What follows belongs to an exercise in optimizing a design on an open flow for small area; a production flow would make more cautious choices. Function was checked by simulation only, so behaviour that the tests miss may differ from the original. The flow treats the clock pin as an ideal source. Dropping or thinning the clock tree relies on that and would not hold on a real chip. Power and IR drop assume default switching activity.

== job 3450 ==
Design sync_fifo_top, start of the top module:
module sync_fifo_top (
    input         i_clk,
    input         i_rst_n,
    input         i_wr_en,
    input         i_rd_en,
    input  [15:0] i_din,
    output [15:0] o_dout,
    output        o_empty,
    output        o_full
);
==> flow/config.mk <==
export PLATFORM = sky130hd
export DESIGN_NAME = sync_fifo_top
export DESIGN_NICKNAME = sync_fifo_top
export VERILOG_FILES = /design/flow/design.v
export SDC_FILE = /design/flow/constraint.sdc
export NUM_CORES = 4
export LEC_CHECK = 0
export CAP_MARGIN = 20
export CORE_MARGIN = 2
export CORE_UTILIZATION = 70
export PLACE_DENSITY = 0.72
export SLEW_MARGIN = 20
export SYNTH_HIERARCHICAL = 1
export SYNTH_MINIMUM_KEEP_SIZE = 0
==> flow/constraint.sdc <==
create_clock -name core_clock -period 10.0 [get_ports {i_clk}]
set_input_delay 2.0000 -clock core_clock [delete_from_list [all_inputs] [get_ports {i_clk}]]
set_output_delay 2.0000 -clock core_clock [all_outputs]
set_load 0.01 [all_outputs]
standard.sh (not shown) runs the stock make flow with config.mk's settings and CLKGATE_MAP_FILE= SYNTH_SCRIPT=/design/flow/synth_recipe.tcl, a recipe that flattens the netlist after the stock synthesis.
==> flow/flow/run.sh <==
#!/bin/bash
# Layout: the standard flow (standard.sh), with these changes passed to
# ORFS through its own variables:
#  - clock tree synthesis without dummy loads, with clkbuf_8 leaf buffers of
#    up to 24 flip-flops, then post_cts.tcl sizes up clock buffers whose
#    flip-flop clock slew would be high,
#  - port buffers of the smallest buffer cell,
#  - power recovery (downsizing gates off the critical paths) after global
#    routing.
# The full output goes to flow.log; ORFS's per-step logs are under orfs/logs.
set -euo pipefail
export CTS_ARGS="-sink_clustering_enable -repair_clock_nets -dont_use_dummy_load -buf_list sky130_fd_sc_hd__clkbuf_8 -sink_clustering_size 24 -sink_clustering_max_diameter 60"
export BUFFER_PORTS_ARGS="-buffer_cell sky130_fd_sc_hd__buf_1"
export POST_CTS_TCL="$PWD/flow/post_cts.tcl"
export RECOVER_POWER=100
bash standard.sh finish > flow.log 2>&1
==> flow/flow/post_cts.tcl <==
set clk_slew_limit 0.122
set big sky130_fd_sc_hd__clkbuf_16

proc clk_sink_slew { inst } {
  set opin [get_pins -of_objects $inst -filter "direction == output"]
  set net [get_nets -of_objects $opin]
  set m 0.0
  set leaf 1
  foreach p [get_pins -of_objects $net -filter "direction == input"] {
    set s [get_property $p slew_max]
    if { $s > $m } { set m $s }
    set c [get_cells -of_objects $p]
    if { [string match "sky130_fd_sc_hd__clkbuf*" [get_property $c ref_name]] } {
      set leaf 0
    }
  }
  return [list $m $leaf]
}

estimate_parasitics -placement
set bufs [get_cells -filter "ref_name =~ sky130_fd_sc_hd__clkbuf_*"]
foreach inst $bufs {
  lassign [clk_sink_slew $inst] m leaf
  if { !$leaf && $m > 0.1 && [get_property $inst ref_name] ne $big } {
    puts "post_cts: [get_full_name $inst] (not a leaf) -> $big"
    replace_cell $inst $big
  }
}
estimate_parasitics -placement
foreach inst $bufs {
  lassign [clk_sink_slew $inst] m leaf
  if { $leaf && $m > $clk_slew_limit && [get_property $inst ref_name] ne $big } {
    puts "post_cts: [get_full_name $inst] sink slew [format %.4f $m] -> $big"
    replace_cell $inst $big
  }
}
estimate_parasitics -placement
set worst 0.0
foreach inst $bufs {
  lassign [clk_sink_slew $inst] m leaf
  if { $leaf && $m > $worst } { set worst $m }
}
puts "post_cts: worst estimated flip-flop clock slew [format %.4f $worst]"
detailed_placement
check_placement -verbose
[flow] job 3450 | stages: complete | final checks: fail | reason: capacitance limit, slew limit
Setup changes, job 3450 to job 8201
-- flow/flow/run.sh --
<<< job 3450, line 6
#    flip-flop clock slew would be high,
#  - port buffers of the smallest buffer cell,
#  - power recovery (downsizing gates off the critical paths) after global
#    routing.
# The full output goes to flow.log; ORFS's per-step logs are under orfs/logs.
>>> job 8201, line 6
#    flip-flop clock slew would be high,
#  - port buffers of the smallest buffer cell.
# The full output goes to flow.log; ORFS's per-step logs are under orfs/logs.
<<< job 3450, line 14
export POST_CTS_TCL="$PWD/flow/post_cts.tcl"
export RECOVER_POWER=100
bash standard.sh finish > flow.log 2>&1
>>> job 8201, line 12
export POST_CTS_TCL="$PWD/flow/post_cts.tcl"
bash standard.sh finish > flow.log 2>&1
-- flow/flow/post_cts.tcl --
<<< job 3450, line 1
set clk_slew_limit 0.122
set big sky130_fd_sc_hd__clkbuf_16
>>> job 8201, line 1
set clk_slew_limit 0.110
set big sky130_fd_sc_hd__clkbuf_16
<<< job 3450, line 23
  lassign [clk_sink_slew $inst] m leaf
  if { !$leaf && $m > 0.1 && [get_property $inst ref_name] ne $big } {
    puts "post_cts: [get_full_name $inst] (not a leaf) -> $big"
>>> job 8201, line 23
  lassign [clk_sink_slew $inst] m leaf
  if { !$leaf && [get_property $inst ref_name] ne $big } {
    puts "post_cts: [get_full_name $inst] (not a leaf) -> $big"
Findings:
Job 8201 did not stop at any stage, and its layout met the timing, DRC and antenna checks. Run comparison: job 8201 capturing element of the worst setup path dq[11]; job 3450 capturing element of the worst setup path mem[342]. Looking at post-layout utilization of the core, job 8201 sits 0.26 points above job 3450. | sequential fraction of design power | lower: job 8201 |. The transition at the pin with the smallest max-transition slack number comes out higher for job 3450 vs job 8201.
Edits applied to the flow inputs when going from job 8201 to job 6419:
Settings: putting CTS_CLUSTER_SIZE at 20 where nothing was set; putting CTS_CLUSTER_DIAMETER at 50 where nothing was set; putting CTS_BUF_LIST at sky130_fd_sc_hd__clkbuf_8 where nothing was set; swapping 70 for 60 in CORE_UTILIZATION; clearing PLACE_DENSITY, which used to be 0.72.
==> flow/flow/run.sh <==
#!/bin/bash
# Layout: the standard flow (standard.sh), with two changes passed to
# ORFS through its own variables:
#  - clock tree synthesis without dummy loads,
#  - port buffers of the smallest buffer cell.
# The full output goes to flow.log; ORFS's per-step logs are under orfs/logs.
set -euo pipefail
export CTS_ARGS="-sink_clustering_enable -repair_clock_nets -dont_use_dummy_load -buf_list sky130_fd_sc_hd__clkbuf_16 -sink_clustering_size 35 -sink_clustering_max_diameter 60"
export BUFFER_PORTS_ARGS="-buffer_cell sky130_fd_sc_hd__buf_1"
bash standard.sh finish > flow.log 2>&1
removed: flow/flow/post_cts.tcl
==> comparison <==
Across job 8201 and job 6419, the outcome is the same: a clean finish for every run. Measured against each other, job 8201 and job 6419 differ in critical path depth, the higher figure coming from job 8201. Job 8201 has higher final worst-path cycle share than job 6419. Per the comparison of job 6419 with job 8201, routed wire length grew by 2.1%; number of fill cells in the layout grew by 597; via count of the first global-routing pass shrank by 2.1%. Relative to job 8201, the relative slew slack of job 6419 is higher by 1.9 points. Taking job 8201 as the reference point, the clock period minus final worst setup slack of job 6419 falls by 0.15 ns. [compare] base=job 8201 new=job 6419: post-route standard cell area excluding fillers increased by 2.3% relative to the old numbers; source-to-sink clock delay at the later pin of the worst-skew pair decreased by 0.04 ns relative to the old numbers.

* * *

Starting RTL as in the previous note.
Design sync_fifo_top, start of the top module:
module sync_fifo_top (
    input         i_clk,
    input         i_rst_n,
    input         i_wr_en,
    input         i_rd_en,
    input  [15:0] i_din,
    output [15:0] o_dout,
    output        o_empty,
    output        o_full
);
export LEC_CHECK = 0
export CAP_MARGIN = 5
export CORE_MARGIN = 2
export CORE_UTILIZATION = 76
export PLACE_DENSITY = 0.8
export SLEW_MARGIN = 5
export SYNTH_HIERARCHICAL = 1
export SYNTH_MINIMUM_KEEP_SIZE = 0
create_clock -name core_clock -period 10.0 [get_ports {i_clk}]
==> flow/flow/run.sh <==
#!/bin/bash
# Layout: the standard flow (standard.sh), with these changes passed to
# ORFS through its own variables:
#  - after clock_tree_synthesis, clock_tree.tcl (POST_CTS_TCL) replaces its
#    tree with a two-level tree of clkbuf_8 group buffers under a clkbuf_16,
#  - port buffers of the smallest buffer cell.
# The full output goes to flow.log; ORFS's per-step logs are under orfs/logs.
set -euo pipefail
export CTS_ARGS="-sink_clustering_enable -repair_clock_nets -dont_use_dummy_load -buf_list sky130_fd_sc_hd__clkbuf_8 -sink_clustering_size 20 -sink_clustering_max_diameter 60"
export BUFFER_PORTS_ARGS="-buffer_cell sky130_fd_sc_hd__buf_1"
export POST_CTS_TCL="$PWD/flow/clock_tree.tcl"
bash standard.sh finish > flow.log 2>&1
Other scripts of this flow, unchanged in this note and not shown: flow/flow/clock_tree.tcl
==> next run, changes <==
- CAP_MARGIN: 5 -> 20
- SLEW_MARGIN: 5 -> 20
The changed run went through all stages and came out clean; die area stays the same; synthesized cell count does not change; power is about the same; wire length hardly moves; sequential share of layout area is about the same; design area stays flat; synthesized area is unchanged; sequential power hardly moves; combinational power is about the same; worst setup slack improves by 0.047 ns.
==> next run, changes <==
--- a/flow/flow/run.sh
+++ b/flow/flow/run.sh
@@ -5,3 +5,5 @@
 #    tree with a two-level tree of clkbuf_8 group buffers under a clkbuf_16,
-#  - port buffers of the smallest buffer cell.
+#  - port buffers of the smallest buffer cell,
+#  - power recovery (downsizing gates off the critical paths) after global
+#    routing.
 # The full output goes to flow.log; ORFS's per-step logs are under orfs/logs.
@@ -11,2 +13,3 @@
 export POST_CTS_TCL="$PWD/flow/clock_tree.tcl"
+export RECOVER_POWER=100
 bash standard.sh finish > flow.log 2>&1
- CORE_UTILIZATION: 76 -> 70
- PLACE_DENSITY: 0.8 -> 0.72
The changed run ran to the end with violations: max-capacitance violations, max-slew violations.
Critical path depth is lower by 1.
Power hardly moves.
Area after synthesis is unchanged.
Global-route usage is lower by 2.1 points.
Register-to-register slack got worse by 2.5 ns.
==> next run, changes <==
--- a/flow/flow/run.sh
+++ b/flow/flow/run.sh
@@ -6,4 +6,4 @@
 #  - port buffers of the smallest buffer cell,
-#  - power recovery (downsizing gates off the critical paths) after global
-#    routing.
+#  - the buffers Yosys/ABC inserted are removed at floorplan (the placement
+#    is not timing driven, so global placement does not remove them).
 # The full output goes to flow.log; ORFS's per-step logs are under orfs/logs.
@@ -12,4 +12,4 @@
 export BUFFER_PORTS_ARGS="-buffer_cell sky130_fd_sc_hd__buf_1"
+export REMOVE_ABC_BUFFERS=1
 export POST_CTS_TCL="$PWD/flow/clock_tree.tcl"
-export RECOVER_POWER=100
 bash standard.sh finish > flow.log 2>&1
- CAP_MARGIN: 20 -> 5
- CORE_UTILIZATION: 70 -> 76
- GPL_TIMING_DRIVEN: unset -> 0
- PLACE_DENSITY: 0.72 -> 0.8
- SLEW_MARGIN: 20 -> 5
After rerunning:
- Now the flow went through all stages and came out clean
- routed wire length decreases by about 14%
- critical path depth goes up by 5
- design area barely changes
- sequential power drops by about 2%
- via count goes down by about 3%
==> next run, changes <==
--- a/flow/flow/run.sh
+++ b/flow/flow/run.sh
@@ -5,5 +5,3 @@
 #    tree with a two-level tree of clkbuf_8 group buffers under a clkbuf_16,
-#  - port buffers of the smallest buffer cell,
-#  - the buffers Yosys/ABC inserted are removed at floorplan (the placement
-#    is not timing driven, so global placement does not remove them).
+#  - port buffers of the smallest buffer cell.
 # The full output goes to flow.log; ORFS's per-step logs are under orfs/logs.
@@ -12,3 +10,2 @@
 export BUFFER_PORTS_ARGS="-buffer_cell sky130_fd_sc_hd__buf_1"
-export REMOVE_ABC_BUFFERS=1
 export POST_CTS_TCL="$PWD/flow/clock_tree.tcl"
- CAP_MARGIN: 5 -> 20
- CORE_UTILIZATION: 76 -> 70
- GPL_TIMING_DRIVEN: 0 -> unset
- PLACE_DENSITY: 0.8 -> 0.72
- SLEW_MARGIN: 5 -> 20
After rerunning: Clock skew went up by 0.016 ns. Total power went up by 1.7%. Core utilization decreases by 5.6 points. Via count goes up by 3.1%. Synthesized cell count is unchanged. Combinational power hardly moves. First-iteration DRC count goes up by 0.61%. Worst setup slack gains 0.89 ns. Cell area hardly moves. Wire length went up by 16%. Cell count climbs by 1.4%.
No run of this note takes its clock network from TritonCTS; it comes from the design's own scripts or RTL.

* * *

Another version of the RTL of sync_fifo_top (not shown whole).
For scale: roughly 1500 cells after synthesis, roughly 540 flip-flops, ~38 I/O pins.
==> flow/config.mk <==
export PLATFORM = sky130hd
export DESIGN_NAME = sync_fifo_top
export DESIGN_NICKNAME = sync_fifo_top
export VERILOG_FILES = /design/flow/design.v
export SDC_FILE = /design/flow/constraint.sdc
export NUM_CORES = 4
export LEC_CHECK = 0
export CAP_MARGIN = 20
export CORE_MARGIN = 2
export CORE_UTILIZATION = 60
export CTS_BUF_LIST = sky130_fd_sc_hd__clkbuf_8
export CTS_CLUSTER_DIAMETER = 50
export CTS_CLUSTER_SIZE = 20
export SLEW_MARGIN = 20
export SYNTH_HIERARCHICAL = 1
export SYNTH_MINIMUM_KEEP_SIZE = 0
==> flow/constraint.sdc <==
create_clock -name core_clock -period 10.0 [get_ports {i_clk}]
set_input_delay 2.0000 -clock core_clock [delete_from_list [all_inputs] [get_ports {i_clk}]]
set_output_delay 2.0000 -clock core_clock [all_outputs]
set_load 0.01 [all_outputs]
==> flow/flow/run.sh <==
#!/bin/bash
# Layout: the standard flow (standard.sh), with two changes passed to
# ORFS through its own variables:
#  - clock tree synthesis without dummy loads,
#  - port buffers of the smallest buffer cell.
# The full output goes to flow.log; ORFS's per-step logs are under orfs/logs.
set -euo pipefail
export CTS_ARGS="-sink_clustering_enable -repair_clock_nets -dont_use_dummy_load -buf_list sky130_fd_sc_hd__clkbuf_8 -sink_clustering_size 20 -sink_clustering_max_diameter 50"
export BUFFER_PORTS_ARGS="-buffer_cell sky130_fd_sc_hd__buf_1"
bash standard.sh finish > flow.log 2>&1
Edit:
==> flow/run.sh (new file) <==
#!/bin/bash
# synth_recipe.tcl (not shown) runs the flow's synth.tcl, then flattens the netlist and writes it again
# the make line also repeats each setting of config.mk as NAME=value (left out here)
make -C /OpenROAD-flow-scripts/flow DESIGN_CONFIG=/design/flow/config.mk WORK_HOME=/design/flow/orfs CLKGATE_MAP_FILE= SYNTH_SCRIPT=/design/flow/synth_recipe.tcl finish
removed: flow/flow/run.sh
removed: flow/standard.sh
Result: Power rises by a few percent. Worst setup slack degrades by 1.4 ns. Via count stays flat. Routed wire length falls by a few percent. Die area does not change.

==> port drivers added, routing unchanged <==
No port has a modelled driver above. Below, the same layouts with a new extraction and two added sets of constraints. Step 1 sets driving cells, clkbuf_16 on the clock port and buf_2 on the other inputs (assumed; they add their load-dependent delay and slew). Step 2, shift: input delay + t, output delay - t, t = (earliest + latest rising clock arrival at the registers) / 2. This alone moves slack from input paths to output paths. Three values: ideal ports, drivers, drivers and shift; two values: the first two.
run	t (ns)	setup WS [ns]	clock arrival spread, ns	worst data-port slew with drivers (ns)
job 3450	0.609	3.745 / 3.767 / 3.159	0.037 / 0.037	0.03
job 8201	0.609	5.694 / 5.718 / 5.109	0.030 / 0.030	0.03
job 6419	0.566	5.840 / 5.819 / 5.298	0.034 / 0.035	0.04
the first run of note 2	0.577	5.662 / 5.681 / 5.104	0.028 / 0.028	0.04
the second run of note 2	0.574	5.709 / 5.729 / 5.155	0.029 / 0.029	0.04
the third run of note 2	0.577	3.417 / 3.446 / 2.869	0.028 / 0.028	0.03
the fourth run of note 2	0.560	4.790 / 4.818 / 4.258	0.014 / 0.014	0.03
the fifth run of note 2	0.576	5.681 / 5.707 / 5.132	0.028 / 0.027	0.03
the first run of note 3	0.613	5.892 / 5.844 / 5.425	0.054 / 0.053	0.06
the second run of note 3	0.628	4.453 / 4.483 / 3.855	0.045 / 0.046	0.08
For the second run of note 3, which loses most, drivers alone change the setup slack by +0.030 ns; drivers and shift together by -0.598 ns.
